What follows belongs to an exercise in optimizing a design on an open flow for small area, a short achievable clock period and few clock cycles; a production flow would make more cautious choices. At most, simulation tests tie the RTL to the original design; equivalence was not proved. No functional check of the RTL was part of runs 2 to 4.

<file path="design/flow/design.v">
module sqrt(
	input				clk			,
	input				rst_n		,
	input 				sqrt_en		,  
	input   	[15:0]	din			,  
	output	reg 		valid		,
	output 	reg [7:0]  	sqrt_out	,
	output  reg [15:0]  remain_out
);
reg [3:0] state;
reg [15:0] remain_tmp;
reg [7:0] sqrt_tmp;
always@(posedge clk or negedge rst_n) begin
	if(~rst_n) begin
		state <= 'd0;
		sqrt_tmp <= 'd0;
		remain_tmp <= 'd0;
	end
	else if(sqrt_en) begin
		remain_tmp <= din;
		state <= 1'b1;
		sqrt_tmp <= 'd0;
	end
	else begin
		case(state)
			1 : begin 
				if(remain_tmp[15:14] >= 2'b01) begin  
					sqrt_tmp <= {sqrt_tmp[6:0],1'b1};
					remain_tmp <= remain_tmp - {2'b01,14'h0};
				end
				else begin
					sqrt_tmp <= {sqrt_tmp[6:0],1'b0};
					remain_tmp <= remain_tmp;
				end
				state <= state + 1'b1;
			end
			2 : begin 
				if(remain_tmp[15:12] >= {sqrt_tmp[0],2'b01}) begin  
					sqrt_tmp <= {sqrt_tmp[6:0],1'b1};
					remain_tmp <= remain_tmp - {sqrt_tmp[0],2'b01,12'h0};
				end
				else begin
					sqrt_tmp <= {sqrt_tmp[6:0],1'b0};
					remain_tmp <= remain_tmp;
				end
				state <= state + 1'b1;
			end
			3 : begin 
				if(remain_tmp[15:10] >= {sqrt_tmp[1:0],2'b01}) begin 
					sqrt_tmp <= {sqrt_tmp[6:0],1'b1};
					remain_tmp <= remain_tmp - {sqrt_tmp[1:0],2'b01,10'h0};
				end
				else begin
					sqrt_tmp <= {sqrt_tmp[6:0],1'b0};
					remain_tmp <= remain_tmp;
				end
				state <= state + 1'b1;
			end
			4 : begin 
				if(remain_tmp[15:8] >= {sqrt_tmp[2:0],2'b01}) begin 
					sqrt_tmp <= {sqrt_tmp[6:0],1'b1};
					remain_tmp <= remain_tmp - {sqrt_tmp[2:0],2'b01,8'h0};
				end
				else begin
					sqrt_tmp <= {sqrt_tmp[6:0],1'b0};
					remain_tmp <= remain_tmp;
				end
				state <= state + 1'b1;
			end
			5 : begin 
				if(remain_tmp[15:6] >= {sqrt_tmp[3:0],2'b01}) begin 
					sqrt_tmp <= {sqrt_tmp[6:0],1'b1};
					remain_tmp <= remain_tmp - {sqrt_tmp[3:0],2'b01,6'h0};
				end
				else begin
					sqrt_tmp <= {sqrt_tmp[6:0],1'b0};
					remain_tmp <= remain_tmp;
				end
				state <= state + 1'b1;
			end
			6 : begin 
				if(remain_tmp[15:4] >= {sqrt_tmp[4:0],2'b01}) begin 
					sqrt_tmp <= {sqrt_tmp[6:0],1'b1};
					remain_tmp <= remain_tmp - {sqrt_tmp[4:0],2'b01,4'h0};
				end
				else begin
					sqrt_tmp <= {sqrt_tmp[6:0],1'b0};
					remain_tmp <= remain_tmp;
				end
				state <= state + 1'b1;
			end
			7 : begin 
				if(remain_tmp[15:2] >= {sqrt_tmp[5:0],2'b01}) begin 
					sqrt_tmp <= {sqrt_tmp[6:0],1'b1};
					remain_tmp <= remain_tmp - {sqrt_tmp[5:0],2'b01,2'h0};
				end
				else begin
					sqrt_tmp <= {sqrt_tmp[6:0],1'b0};
					remain_tmp <= remain_tmp;
				end
				state <= state + 1'b1;
			end
			8: begin 
				if(remain_tmp[15:0] >= {sqrt_tmp[6:0],2'b01}) begin 
					sqrt_tmp <= {sqrt_tmp[6:0],1'b1};
					remain_tmp <= remain_tmp - {sqrt_tmp[6:0],2'b01};
				end
				else begin
					sqrt_tmp <= {sqrt_tmp[6:0],1'b0};
					remain_tmp <= remain_tmp;
				end
				state <= state + 1;
			end
			9: state <= 'd0;
		endcase
	end
end
always@(posedge clk or negedge rst_n) begin
	if(~rst_n) begin
		valid <= 1'b0;
		sqrt_out <= 'd0;
		remain_out <= 'd0;
	end
	else if(state == 'd9) begin
		valid <= 1'b1;
		sqrt_out <= sqrt_tmp;
		remain_out <= remain_tmp;
	end
	else begin
		valid <= 1'b0;
		sqrt_out <= 'd0;
		remain_out <= 'd0;
	end
end
endmodule
module a2_add_b2(
	input 				clk 	,
	input 				rst_n	,
	input 		[7:0]	a		,  
	input 		[7:0]	b		,  
	input 				i_vld	,
	output				o_vld	,
	output		[7:0]	sqrt	,
	output		[15:0]  remain
);
	reg [7:0] a_tmp;
	reg [7:0] b_tmp;
	wire [7:0] ua;
	wire [7:0] ub;
	wire [6:0] f_a;
	wire [6:0] f_b;
	reg [14:0] a_tmp_2;  
	reg [14:0] b_tmp_2;  
	wire [15:0] add;
	reg vld_d0;
	reg sqrt_en;
	assign ua = {1'b0,a_tmp[6:0]};
	assign ub = {1'b0,b_tmp[6:0]};
	assign f_a = ~(a_tmp[6:0])+1'b1;
	assign f_b = ~(b_tmp[6:0])+1'b1;
	always@(posedge clk or negedge rst_n) begin  
		if(~rst_n) begin
			a_tmp <= 'd0;
			b_tmp <= 'd0;
		end
		else if(i_vld) begin
			a_tmp <= a;
			b_tmp <= b;
		end	
	end
	always@(posedge clk or negedge rst_n) begin  
		if(~rst_n) begin
			a_tmp_2 <= 'd0;
			b_tmp_2 <= 'd0;
		end
		else begin  
			if(a_tmp == 8'b10000000 )
				a_tmp_2 <= ({1'b1,f_a}) * ({1'b1,f_a});
			else if(a_tmp[7] == 1)
				a_tmp_2 <= (f_a) * (f_a);
			else
				a_tmp_2 <= ua * ua;
			if(b_tmp == 8'b10000000 )
				b_tmp_2 <= ({1'b1,f_b}) * ({1'b1,f_b});
			else if(b_tmp[7] == 1)
				b_tmp_2 <= (f_b) * (f_b);
			else
				b_tmp_2 <= ub * ub;
		end	
	end
	always@(posedge clk or negedge rst_n) begin  
		if(~rst_n) begin
			vld_d0 <= 1'b0;
			sqrt_en <= 1'b0;
		end
		else begin
			vld_d0 <= i_vld;
			sqrt_en <= vld_d0;
		end		
	end
	assign add = a_tmp_2 + b_tmp_2;
	sqrt u_sqrt(
	.clk			(clk		),
	.rst_n			(rst_n		),
	.sqrt_en		(sqrt_en	),  
	.din			(add		),  
	.valid			(o_vld		),
	.sqrt_out		(sqrt	),
	.remain_out     (remain )
);
endmodule
</file>
<file path="design/flow/constraint.sdc">
create_clock -name core_clock -period 6.5 [get_ports {clk}]
set_input_delay 1.3000 -clock core_clock [delete_from_list [all_inputs] [get_ports {clk}]]
set_output_delay 1.3000 -clock core_clock [all_outputs]
set_load 0.01 [all_outputs]
</file>
<file path="design/flow/config.mk">
export PLATFORM = sky130hd
export DESIGN_NAME = a2_add_b2
export DESIGN_NICKNAME = a2_add_b2
export VERILOG_FILES = /design/flow/design.v
export SDC_FILE = /design/flow/constraint.sdc
export NUM_CORES = 4
export LEC_CHECK = 0
export CAP_MARGIN = 20
export CORE_MARGIN = 2
export CORE_UTILIZATION = 40
export PLACE_DENSITY = 0.6
export SLEW_MARGIN = 20
</file>
<file path="design/flow/run.sh">
#!/bin/bash
# synth_recipe.tcl (not shown) runs the flow's synth.tcl, then flattens the netlist and writes it again
# the make line also repeats each setting of config.mk as NAME=value (left out here)
make -C /OpenROAD-flow-scripts/flow DESIGN_CONFIG=/design/flow/config.mk WORK_HOME=/design/flow/orfs CLKGATE_MAP_FILE= SYNTH_SCRIPT=/design/flow/synth_recipe.tcl finish
</file>
==> impl_metrics.ini, run 1 <==
[floorplanning]
fp-row-count = 69
core_area_sq_mm = 0.0357
die_h_um = 195
die_w_um = 195
dieArea_sq_mm = 0.0380
start_util = 0.408
ios = 44

[worst_setup_path]
worstSetupPathType = register to register
worstPathRequired_ns = 6.71
cp-start-kind = register
end_kind = register
crit_path_start = b_tmp[0]
r2r-start = b_tmp[0]
rrSetupSlack_ns = 0.43
crit_path_max_fanout = 19
worstReg2RegEnd = b_tmp_2[12]
crit_arrival_ns = 6.28
setup.worst_path.end = b_tmp_2[12]
reg2regPathDepth = 20

[sta]
final_hold_viol_count = 0
post-route-period-util = 0.933
slew_violations = 0
whs_ns = 0.371
slew-limit-headroom = 0.279
max_slew.worst_pin.slew_ns = 1.08
fin_setup_tns_ns = 0
finalSetupViolations = 0
min_period_ns = 6.07
grt_setup_unrepaired = no
fmax_ghz = 0.165
worst_clock_skew_ns = 0.0161

[synthesis]
synth_most_common_cell = ha_1
synthCells = 1728
ys_seq_elements = 99
synth_edf_count = 0
netlist.area_leader.share = 0.183
synthTopCellsByCount = 213 x ha_1, 212 x inv_1, 140 x nor2_1
synthTopCellsByArea = ha_1 18%, dfrtp_1 17%, fa_1 13%
yosys.area.top_type = ha_1
syn_area_sq_mm = 0.0146
yosys_warnings = 2
ys.flop_type = dfrtp_1
synthArstFlopShare = 1.00
synth.distinct_cells = 90
synth_area_per_cell_sq_um = 8.44
synth_seq_area_share = 0.170

[drt]
wl_um = 39300
drc = 0
drt_first_pass_iters = 5
vias = 12250
drtIter0Drc = 854
viasPerCell = 5.52
routedWlPerCell_um = 17.7
antenna_left = 0

[final_layout]
fill_cells = 3625
synthToLayoutAreaGrowth_pct = 8.78
nets = 2081
drive_gt1_frac = 0.0501
antenna_cells = 0

[cts]
cts_sinks = 99
cts_made_buffers = 9
clock_path_buffers = 2
ctsHtreeMaxLevel = 3
clock_latency_ns = 0.39
cts_root_buf = clkbuf_16
clk_pin_slew_worst_paths_ns = 0.08
cts_tree = yes

[global_route]
grt_pass1_vias = 12226
grtUsageTotal = 0.212
grt_pass1_wl_um = 64700
grt.overflow.total = 0
antenna_found_initial = 0
grt_max_degree = 58

[placement]
dp_hpwl_um = 31300
portBuffers = 43
place.gp.congestion = 0.942

[min_path]
hp-class = register to register

[flow_run]
maxCapViolCount = 0

[status]
status = finished clean
## metal layers
layer	track usage	routed length, um	vias up
li1	-	-	5976
met1	0.291	18300	5908
met2	0.355	18500	324
met3	0.0307	1910	42
met4	0.0461	610	0
met5	0	0	-
## layout make-up
| class | count | area (sq um) | area share |
|---|---|---|---|
| Multi-Input combinational cell | 1363 | 11100 | 0.699 |
| Sequential cell | 99 | 2480 | 0.156 |
| Inverter | 213 | 800 | 0.0504 |
| Timing Repair Buffer | 66 | 601 | 0.0379 |
| Tap cell | 461 | 577 | 0.0364 |
| Clock buffer | 9 | 225 | 0.0142 |
| Clock inverter | 7 | 91.3 | 0.00576 |
## sequential cells by signal, indices dropped and copies added, names as in the netlist
name and count:
vld_d0 1, sqrt_en 1, u_sqrt.sqrt_tmp 8, u_sqrt.sqrt_out 8, u_sqrt.state 4, u_sqrt.remain_tmp 16
u_sqrt.valid 1, a_tmp_2 14, b_tmp 8, u_sqrt.remain_out 16, a_tmp 8, b_tmp_2 14
## how the worst min path moves through the flow
stage                      start  endpoint  slack [ns]  depth (start not counted)
after detailed placement  vld_d0   sqrt_en        0.35                          0
after floorplan           vld_d0   sqrt_en        0.33                          0
after global routing      vld_d0   sqrt_en        0.39                          0
after CTS                 vld_d0   sqrt_en        0.37                          0
final                     vld_d0   sqrt_en        0.37                          0
after global placement    vld_d0   sqrt_en        0.33                          0
## worst max-delay path, stage by stage, from the launching register on
cell      delay, ns
dfrtp_1        0.70
inv_1          0.14
ha_1           0.65
and2_1         0.31
inv_1          0.13
fa_1           0.52
fa_1           0.54
inv_1          0.05
fa_1           0.52
inv_1          0.06
fa_1           0.49
inv_1          0.04
ha_1           0.34
and2_1         0.18
o2111a_1       0.13
o31ai_1        0.34
a21oi_1        0.15
mux2i_1        0.17
a21oi_1        0.08
o21ai_0        0.21
o21ai_0        0.15
## cell families (layout without fill, tap and decap cells)
| group | Yosys count | in the layout | share of synthesized area |
|---|---|---|---|
| DFF | 99 | 99 | 0.170 |
| muxes | 27 | 27 | 0.0199 |
| and+or+nand+nor | 515 | 515 | 0.175 |
| xor gates and xnor gates | 131 | 131 | 0.0787 |
| buffers and inverters | 269 | 295 | 0.0709 |
| AOI/OAI and AO/OA | 376 | 376 | 0.170 |
| other | 1 | 4 | 0.000257 |
| adders and majority gates | 310 | 310 | 0.316 |
## per-stage QoR
step                setup slack, ns  area, sq um  std cells   util
global placement              0.548        15500       2202  0.435
floorplan                     0.607        14600       1731      -
global route                 0.0150        15900       2218  0.444
CTS                           0.258        15900       2218  0.443
detailed placement            0.271        15500       2202  0.435
finish                        0.433        15900       2218  0.444
## cell usage in the layout, fill, tap and decap left out, drive strengths merged, types with 6 or more instances in the layout
cell type        n
a2111oi          9
a211oi          16
a21o            14
a21oi          104
a31o             6
a31oi           21
and2            57
buf             24
clkbuf           9
clkdlybuf4s50   42
dfrtp           99
fa              97
ha             213
inv            216
mux2            16
mux2i           11
nand2          128
nand2b          33
nand3           31
nor2           140
nor2b           22
nor3            37
nor4            10
o211ai          15
o21a            14
o21ai           85
o21bai           8
o221ai           6
o22ai            9
o31ai           15
or2             11
or3             19
xnor2           87
xor2            44
## what timing repair did
action	CTS	global route
setup buffers	0	0
hold buffers	0	0
setup endpoints to repair	0	1
resized for setup	0	1
Testbench counts, summed over its fixed seeds: cycles 49,152.
==> run 2, diff against run 1 <==
==> design/flow/design.v (replaced) <==
module sqrt #(parameter FIRST = 0, parameter LAST = 8) (
	input  [15:0] s,
	input  [7:0]  q_in,
	input  [9:0]  r_in,
	output [7:0]  q_out,
	output [9:0]  r_out
);
	wire [7:0] Q [0:8];
	wire [9:0] R [0:8];
	assign Q[FIRST] = q_in;
	assign R[FIRST] = r_in;
	genvar k;
	generate for (k = FIRST; k < LAST; k = k + 1) begin : stg
		wire [k+2:0] rr = {R[k][k:0], s[15-2*k:14-2*k]};
		wire [k+3:0] t;
		if (k == 0) begin : first
			assign t = {1'b0, rr} - 4'b0001;
		end else begin : next
			assign t = {1'b0, rr} - {2'b00, Q[k][k-1:0], 2'b01};
		end
		wire bit_ = ~t[k+3];
		wire [k+1:0] rn = bit_ ? t[k+1:0] : rr[k+1:0];
		assign Q[k+1] = {Q[k][6:0], bit_};
		assign R[k+1] = rn;
	end endgenerate
	assign q_out = Q[LAST];
	assign r_out = R[LAST];
endmodule
module a2_add_b2(
	input 				clk 	,
	input 				rst_n	,
	input 		[7:0]	a		,
	input 		[7:0]	b		,
	input 				i_vld	,
	output				o_vld	,
	output		[7:0]	sqrt	,
	output		[15:0]  remain
);
	localparam CUT = 3;
	wire signed [7:0] sa = a;
	wire signed [7:0] sb = b;
	wire [15:0] s_in = sa*sa + sb*sb;
	wire [7:0] q_mid;
	wire [9:0] r_mid;
	wire [15:0] s_mid;
	sqrt #(.FIRST(0), .LAST(CUT)) u_front (
		.s(s_in), .q_in(8'd0), .r_in(10'd0), .q_out(q_mid), .r_out(r_mid));
	reg [7:0] q_r;
	reg [9:0] r_r;
	reg [15:0] s_r;
	reg vld_r;
	always @(posedge clk) begin
		q_r <= q_mid;
		r_r <= r_mid;
		s_r <= s_in;
	end
	always @(posedge clk or negedge rst_n) begin
		if (~rst_n) vld_r <= 1'b0;
		else        vld_r <= i_vld;
	end
	wire [7:0] q_end;
	wire [9:0] r_end;
	sqrt #(.FIRST(CUT), .LAST(8)) u_back (
		.s(s_r), .q_in(q_r), .r_in(r_r), .q_out(q_end), .r_out(r_end));
	assign o_vld  = vld_r;
	assign sqrt   = q_end;
	assign remain = {7'd0, r_end[8:0]};
endmodule
==> impl_metrics.ini, run 2 <==
[status]
status = complete, but fails checks
so.violations = setup timing

[drt]
drtIter0Drc = 141
wl_um = 17000
viasPerCell = 4.65
antenna_left = 0
vias = 6083
routedWlPerCell_um = 13.0
drt_first_pass_iters = 4
drc = 0

[synthesis]
synth_adder_area_share = 0.475
ys.flop_type = dfxtp_1
synth_most_common_cell = inv_1
netlist.area_leader.share = 0.328
synthCells = 795
syn_area_sq_mm = 0.00708
synth_simple_gate_area_frac = 0.151
synthTopCellsByArea = fa_1 33%, ha_1 15%, inv_1 9.8%
synth_seq_area_share = 0.0516
yosys.area.top_type = fa_1
synth_edf_count = 0
synthArstFlopShare = 0.0556
yosys_warnings = 3
synth_top_family_by_area = adder cells
synthXorXnorAreaFrac = 0.0693
synthMuxAreaShare = 0.0276
ys_seq_elements = 18
synthTopCellsByCount = 184 x inv_1, 116 x fa_1, 83 x ha_1
synth_compound_area_frac = 0.106
synth_area_per_cell_sq_um = 8.90
synth.distinct_cells = 75

[placement]
portBuffers = 36
dp_hpwl_um = 14400
dpl_cell_area_sq_mm = 0.00957
place.gp.congestion = 0.883
placed_cells = 1260
place_ws_ns = -2.91

[sta]
fin_setup_tns_ns = -35.13
grt_setup_unrepaired = yes
slew_violations = 0
whs_ns = 1.19
fmax_ghz = 0.108
post-route-period-util = 1.43
min_period_ns = 9.27
finalSetupViolations = 18
final_hold_viol_count = 0
setup_slack_ns = -2.77

[final_layout]
nets = 1303
largest_reg_flops = 10
fin_util = 0.613
layout.cells.non_filler = 1309
fill_cells = 1482
antenna_cells = 0
regArea_sq_um = 370
mostFrequentLayoutCell = buf_4
final_cell_mix = 241 x buf_4, 156 x inv_1, 111 x fa_1, 61 x ha_1, 36 x nand2_1
synthToLayoutAreaGrowth_pct = 49.9
multi_input_area_sq_mm = 0.00671
finish.instance_area_sq_mm = 0.0106
drive_gt1_frac = 0.431

[floorplanning]
dieArea_sq_mm = 0.0188
ios = 44
start_util = 0.409
die_h_um = 137
die_w_um = 137
core_area_sq_mm = 0.0173
fp-row-count = 48

[worst_setup_path]
path_delay_family = compound AO/OA/AOI/OAI gates
critPathMaxStageDelay_ns = 0.49
setup.worst_path.end = remain[5]
worstPathRequired_ns = 5.20
crit_path_max_fanout = 6
crit_arrival_ns = 7.97
cpMaxStageDelayCell = or4_4
path_buf_inv = 7
crit_path_start = q_r[1]
cp-start-kind = register
end_kind = output port
critical_path_depth = 40
worstSetupPathType = register to output port
crit_top_cell = ha_4

[global_route]
grt_max_degree = 11
antenna_found_initial = 0
grt.overflow.total = 0
grt_pass1_vias = 6673
grt_pass1_wl_um = 29500
grtUsageTotal = 0.194

[min_path]
hp-class = input pin to async pin

[cts]
cts_root_buf = clkbuf_16
clk_pin_slew_worst_paths_ns = 0.05
clock_path_buffers = 2
cts_sinks = 18
cts_made_buffers = 3
cts_tree = yes
ctsHtreeMaxLevel = 1

[flow_run]
maxCapViolCount = 0
run 2: cell count changes in the layout (fill, tap and decap cells not counted), sizes merged, moves of 33 or more:
cell | previous run | this run
buf | 24 | 287
ha | 213 | 83
nor2 | 140 | 27
dfrtp | 99 | 1
nand2 | 128 | 47
a21oi | 104 | 30
o21ai | 85 | 18
xnor2 | 87 | 40
clkdlybuf4s50 | 42 | 9
run 2: final cells by class:
cell class	count	share of cell area
sequential	18	0.0349
multi-input combinational	574	0.632
inverter	187	0.0678
tap	225	0.0265
clock buffer	4	0.00838
timing repair buffer	301	0.230
run 2: layer usage:
metal	track usage	vias to the layer above	wire, um
li1	-	3076	-
met1	0.247	2934	7500
met2	0.364	55	9040
met3	0.0189	18	262
met4	0.0246	0	192
met5	0	-	0
run 2: worst min path at each step:
stage	start	endpoint	slack, ns	depth (start not counted)
global placement	rst_n	vld_r	1.45	1
floorplan	rst_n	vld_r	1.00	0
detailed placement	rst_n	vld_r	1.46	1
global route	rst_n	vld_r	1.19	1
CTS	rst_n	vld_r	1.18	1
finish	rst_n	vld_r	1.19	1
run 2: kinds of logic (layout without fill, tap and decap cells):
group	after synthesis	after routing
buf+inv	209	492
fa+ha+maj	199	199
simple gates	193	193
compound gates	102	102
xor+xnor	56	56
flops	18	18
mux	17	17
other cells	1	7
run 2: repair_timing:
| action | CTS | global route |
|---|---|---|
| pin swaps | 55 | 81 |
| hold buffers | 0 | 0 |
| resized for setup | 146 | 128 |
| setup buffers | 30 | 21 |
| setup endpoints to repair | 18 | 19 |
==> run 3, diff against run 2 <==
--- a/design/flow/design.v
+++ b/design/flow/design.v
@@ -36,7 +36,7 @@
 	output		[7:0]	sqrt	,
 	output		[15:0]  remain
 );
-	localparam CUT = 3;
+	localparam CUT = 0;
 	wire signed [7:0] sa = a;
 	wire signed [7:0] sb = b;
 	wire [15:0] s_in = sa*sa + sb*sb;
==> impl_metrics.ini, run 3 <==
[cts]
cts_made_buffers = 3
ctsHtreeMaxLevel = 1
cts_sinks = 17
cts_hold_buf = 0
clock_path_buffers = 2
clk_pin_slew_worst_paths_ns = 0.06
cts_tree = yes
cts_root_buf = clkbuf_16

[min_path]
hp-class = input pin to async pin

[drt]
antenna_left = 0
routedWlPerCell_um = 13.1
wl_um = 16900
drt_first_pass_iters = 4
vias = 5950
drc = 0
drtIter0Drc = 191
viasPerCell = 4.59

[sta]
slew-limit-headroom = 0.644
fin_setup_tns_ns = -45.74
grt_setup_unrepaired = yes
min_period_ns = 10.80
final_hold_viol_count = 0
slew_violations = 0
finalSetupViolations = 12
fmax_ghz = 0.0926
max_slew.worst_pin.slew_ns = 0.532
post-route-period-util = 1.66
setup_slack_ns = -4.30

[placement]
dp_hpwl_um = 14200
place.gp.congestion = 0.851
portBuffers = 36

[final_layout]
antenna_cells = 0
fin_util = 0.581
mostFrequentLayoutCell = buf_4
largest_reg_flops = 16
nets = 1295
drive_gt1_frac = 0.376
synthToLayoutAreaGrowth_pct = 42.1
final_cell_mix = 244 x buf_4, 175 x inv_1, 116 x fa_1, 74 x ha_1, 37 x xnor2_1

[synthesis]
synth_adder_area_share = 0.483
synthTopCellsByCount = 189 x inv_1, 116 x fa_1, 87 x ha_1
synthArstFlopShare = 0.0588
yosys_warnings = 3
synthCells = 800
synth_compound_area_frac = 0.133
synth_seq_area_share = 0.0489
synthTopCellsByArea = fa_1 33%, ha_1 15%, inv_1 10%
synth_area_per_cell_sq_um = 8.83
synth_simple_gate_area_frac = 0.129
synthMuxAreaShare = 0.0117
synthXorXnorAreaFrac = 0.0693
netlist.area_leader.share = 0.329
yosys.area.top_type = fa_1
synth.distinct_cells = 67
synth_most_common_cell = inv_1
ys.flop_type = dfxtp_1
syn_area_sq_mm = 0.00706
ys_seq_elements = 17
synth_top_family_by_area = adder cells
synth_edf_count = 0

[status]
so.violations = setup timing
status = complete, but fails checks

[worst_setup_path]
crit_path_start = s_r[12]
crit_path_max_fanout = 5
critPathMaxStageDelay_ns = 0.57
critical_path_depth = 55
cp-start-kind = register
setup.worst_path.end = remain[6]
worstPathRequired_ns = 5.20
crit_arrival_ns = 9.50
path_buf_inv = 9
end_kind = output port
cpMaxStageDelayCell = or4b_4
worstSetupPathType = register to output port
path_delay_family = compound AO/OA/AOI/OAI gates

[global_route]
grt_pass1_wl_um = 28100
grt_max_degree = 13
antenna_found_initial = 0
grt_pass1_vias = 6043
grt.overflow.total = 0
grtUsageTotal = 0.186

[floorplanning]
die_w_um = 137
start_util = 0.408
ios = 44
fp-row-count = 48
dieArea_sq_mm = 0.0187
core_area_sq_mm = 0.0173
die_h_um = 137

[flow_run]
maxCapViolCount = 0
==> run 3: cells by family after synthesis <==
kind of cell	count (synthesis)
AOI/OAI and AO/OA	128
xor gates and xnor gates	55
adders and majority gates	203
buffers and inverters	216
DFF	17
muxes	7
other	1
and+or+nand+nor	173
==> run 3: worst min path at each step <==
stage          startpoint     to  slack (ns)  cells past startpoint
2_1_floorplan       rst_n  vld_r        1.00                      0
4_1_cts             rst_n  vld_r        1.17                      1
5_1_grt             rst_n  vld_r        1.19                      1
3_3_place_gp        rst_n  vld_r        1.45                      1
3_5_place_dp        rst_n  vld_r        1.45                      1
6_report            rst_n  vld_r        1.18                      1
==> run 3: final cells by class <==
type	instances	area, sq um
clock inverters	1	5.00
flip-flops and latches	17	350
multi-input cells	573	6400
repair buffers	287	2190
fillers	1553	7260
well taps	225	282
inverters	191	732
clock buffers	3	75.1
==> run 3: layer usage <==
metal | track usage | vias up | part of all wire
met5 | 0 | - | 0
met3 | 0.00519 | 10 | 0.0069
li1 | - | 3055 | -
met4 | 0.0355 | 0 | 0.010
met2 | 0.318 | 38 | 0.50
met1 | 0.265 | 2847 | 0.49
==> run 3: what timing repair did <==
| item | 4_1_cts | 5_1_grt |
|---|---|---|
| cloned | 1 | 1 |
| pin swaps | 66 | 88 |
| setup buffers | 28 | 20 |
| setup endpoints to repair | 16 | 17 |
| gates resized for setup | 101 | 101 |
==> run 3: metrics by stage <==
stage                     area, sq um  setup WS, ns  cells  hold WS, ns
after floorplan                  7250         -4.51    806         1.00
after global placement           9250         -4.35   1245         1.45
after detailed placement         9250         -4.56   1245         1.45
after CTS                        9700         -4.19   1278         1.17
after global routing            10000         -4.78   1297         1.19
final                           10000         -4.30   1297         1.18
==> run 4, diff against run 3 <==
--- a/design/flow/design.v
+++ b/design/flow/design.v
@@ -36,7 +36,7 @@
 	output		[7:0]	sqrt	,
 	output		[15:0]  remain
 );
-	localparam CUT = 0;
+	localparam CUT = 8;
 	wire signed [7:0] sa = a;
 	wire signed [7:0] sb = b;
 	wire [15:0] s_in = sa*sa + sb*sb;
==> impl_metrics.ini, run 4 <==
[status]
status = complete, but fails checks
so.violations = setup timing

[placement]
place_ws_ns = -8.76
placed_cells = 1242
place.gp.congestion = 0.872
dpl_cell_area_sq_mm = 0.00947
dp_hpwl_um = 13900
portBuffers = 36

[final_layout]
final_cell_mix = 255 x buf_4, 143 x inv_1, 99 x fa_1, 72 x ha_1, 36 x xnor2_1
largest_reg_flops = 9
mostFrequentLayoutCell = buf_4
drive_gt1_frac = 0.416
nets = 1312
finish.instance_area_sq_mm = 0.0106
synthToLayoutAreaGrowth_pct = 49.8
fin_util = 0.612
antenna_cells = 0
layout.cells.non_filler = 1315

[synthesis]
synth_simple_gate_area_frac = 0.128
synthTopCellsByArea = fa_1 31%, ha_1 16%, inv_1 8.9%
synth.distinct_cells = 67
ys.flop_type = dfxtp_1
synthArstFlopShare = 0.0556
synthMuxAreaShare = 0.0327
synthXorXnorAreaFrac = 0.0685
ys_seq_elements = 18
netlist.area_leader.share = 0.314
synth_compound_area_frac = 0.138
synthTopCellsByCount = 168 x inv_1, 111 x fa_1, 91 x ha_1
synth_seq_area_share = 0.0517
yosys.area.top_type = fa_1
syn_area_sq_mm = 0.00707
synth_adder_area_share = 0.475
synth_most_common_cell = inv_1
synth_top_family_by_area = adder cells
yosys_warnings = 3
synth_area_per_cell_sq_um = 8.99
synth_edf_count = 0
synthCells = 786

[cts]
cts_sinks = 18
cts_made_buffers = 3
clock_path_buffers = 2
clk_pin_slew_worst_paths_ns = 0.06
cts_tree = yes
ctsHtreeMaxLevel = 1
cts_hold_buf = 0
cts_root_buf = clkbuf_16

[global_route]
grt_max_degree = 11
grtUsageTotal = 0.192
grt_pass1_wl_um = 29500
antenna_found_initial = 0
grt.overflow.total = 0
grt_pass1_vias = 6737

[sta]
slew_violations = 0
finalSetupViolations = 15
whs_ns = 1.18
fin_setup_tns_ns = -98.05
slew-limit-headroom = 0.573
final_hold_viol_count = 0
post-route-period-util = 2.24
setup_slack_ns = -8.07
min_period_ns = 14.57
grt_setup_unrepaired = yes
fmax_ghz = 0.0686
max_slew.worst_pin.slew_ns = 0.625

[floorplanning]
die_w_um = 137
ios = 44
fp-row-count = 48
core_area_sq_mm = 0.0173
die_h_um = 137
start_util = 0.409
dieArea_sq_mm = 0.0187

[drt]
viasPerCell = 4.85
drt_first_pass_iters = 4
antenna_left = 0
wl_um = 17200
drtIter0Drc = 196
routedWlPerCell_um = 13.1
drc = 0
vias = 6383

[worst_setup_path]
crit_path_max_fanout = 8
critPathMaxStageDelay_ns = 0.55
end_kind = register
cp-start-kind = input pin
crit_arrival_ns = 14.71
worstSetupPathType = input pin to register
worstPathRequired_ns = 6.64
cpMaxStageDelayCell = fa_2
crit_top_cell = ha_1

[min_path]
hp-class = input pin to async pin

[flow_run]
maxCapViolCount = 0
[run 4: cell count changes after synthesis, sizes merged, moves of 6 or more]
cell | before | now
inv | 191 | 169
a21oi | 42 | 25
mux2 | 4 | 14
buf | 17 | 9
nor3 | 10 | 3
a31o | 2 | 8
xor2 | 14 | 8
[run 4: final cells by class]
class | count | area, sq um
multi-input combinational | 585 | 6660
inverter | 169 | 657
fill | 1462 | 6710
timing repair buffer | 314 | 2540
tap | 225 | 282
sequential | 18 | 365
clock buffer | 4 | 88.8
[run 4: per-layer routing]
layer,global-route usage,vias to the layer above,share of wire
met5,0,-,0
li1,-,3173,-
met3,0.0111,22,0.024
met2,0.357,87,0.51
met1,0.248,3101,0.45
met4,0.0326,0,0.014
[run 4: worst max path at each step]
stage / slack [ns] / to / start / cells past startpoint
global placement: -8.53 / r_end[5] / a[2] / 66
global route: -8.76 / r_end[3] / a[6] / 67
CTS: -7.88 / r_end[7] / a[2] / 72
floorplan: -8.45 / r_end[5] / b[7] / 68
detailed placement: -8.76 / r_end[5] / a[6] / 71
finish: -8.07 / r_end[3] / b[2] / 69
[run 4: cells by family after synthesis]
logic type | Yosys count
AO/OA/AOI/OAI | 132
adder cells (fa/ha/maj) | 202
other | 1
AND/OR/NAND/NOR | 171
XOR/XNOR | 52
multiplexers | 21
buffers and inverters | 189
flip-flops | 18
[run 4: what timing repair did]
item	4_1_cts	5_1_grt
pin swaps	55	65
gates cloned	1	0
setup endpoints to repair	17	17
gates resized for setup	126	78
hold endpoints to repair	0	0
buffers inserted	46	26
[run 4: worst max-delay path: cells and delay by family]
kind | cells | cell delay [ns]
AO/OA/AOI/OAI | 24 | 4.21
XOR/XNOR | 1 | 0.25
adder cells (fa/ha/maj) | 14 | 4.75
buffers and inverters | 9 | 0.93
multiplexers | 6 | 1.41
AND/OR/NAND/NOR | 15 | 1.84

[re-timing with driven ports]
In the flow no input, the clock included, has a driving cell. The finished layouts below were timed again as built, in two steps.
Step 1, drivers: a clkbuf_16 drives clk and a buf_2 each remaining input, both assumed.
Step 2 adds t to the input delays and takes it off the output delays; t is the mean of the earliest and latest rising clock arrival at the registers after step 1. Input paths then give back, and output paths get back, about the clock's delay inside the block.
Three values: ideal, step 1, step 2; two values: the first two.
| run | shift t [ns] | slack for setup (ns) | hold WS [ns] | worst setup path after step 2 | clock arrival spread, ns |
|---|---|---|---|---|---|
| run 1 | 0.430 | 0.433 / 0.433 / 0.433 | 0.371 / 0.371 / 0.371 | register to register | 0.017 / 0.017 |
| run 2 | 0.292 | -2.774 / -2.812 / -2.520 | 1.188 / 1.174 / 1.466 | register to output | 0.002 / 0.002 |
| run 3 | 0.293 | -4.300 / -4.338 / -4.045 | 1.180 / 1.170 / 1.463 | register to output | 0.003 / 0.004 |
| run 4 | 0.286 | -8.074 / -8.074 / -8.360 | 1.184 / 1.173 / 1.459 | input to register | 0.006 / 0.006 |
For run 4, which loses most, drivers alone change the setup slack by 0.000 ns; drivers and shift together by -0.286 ns.
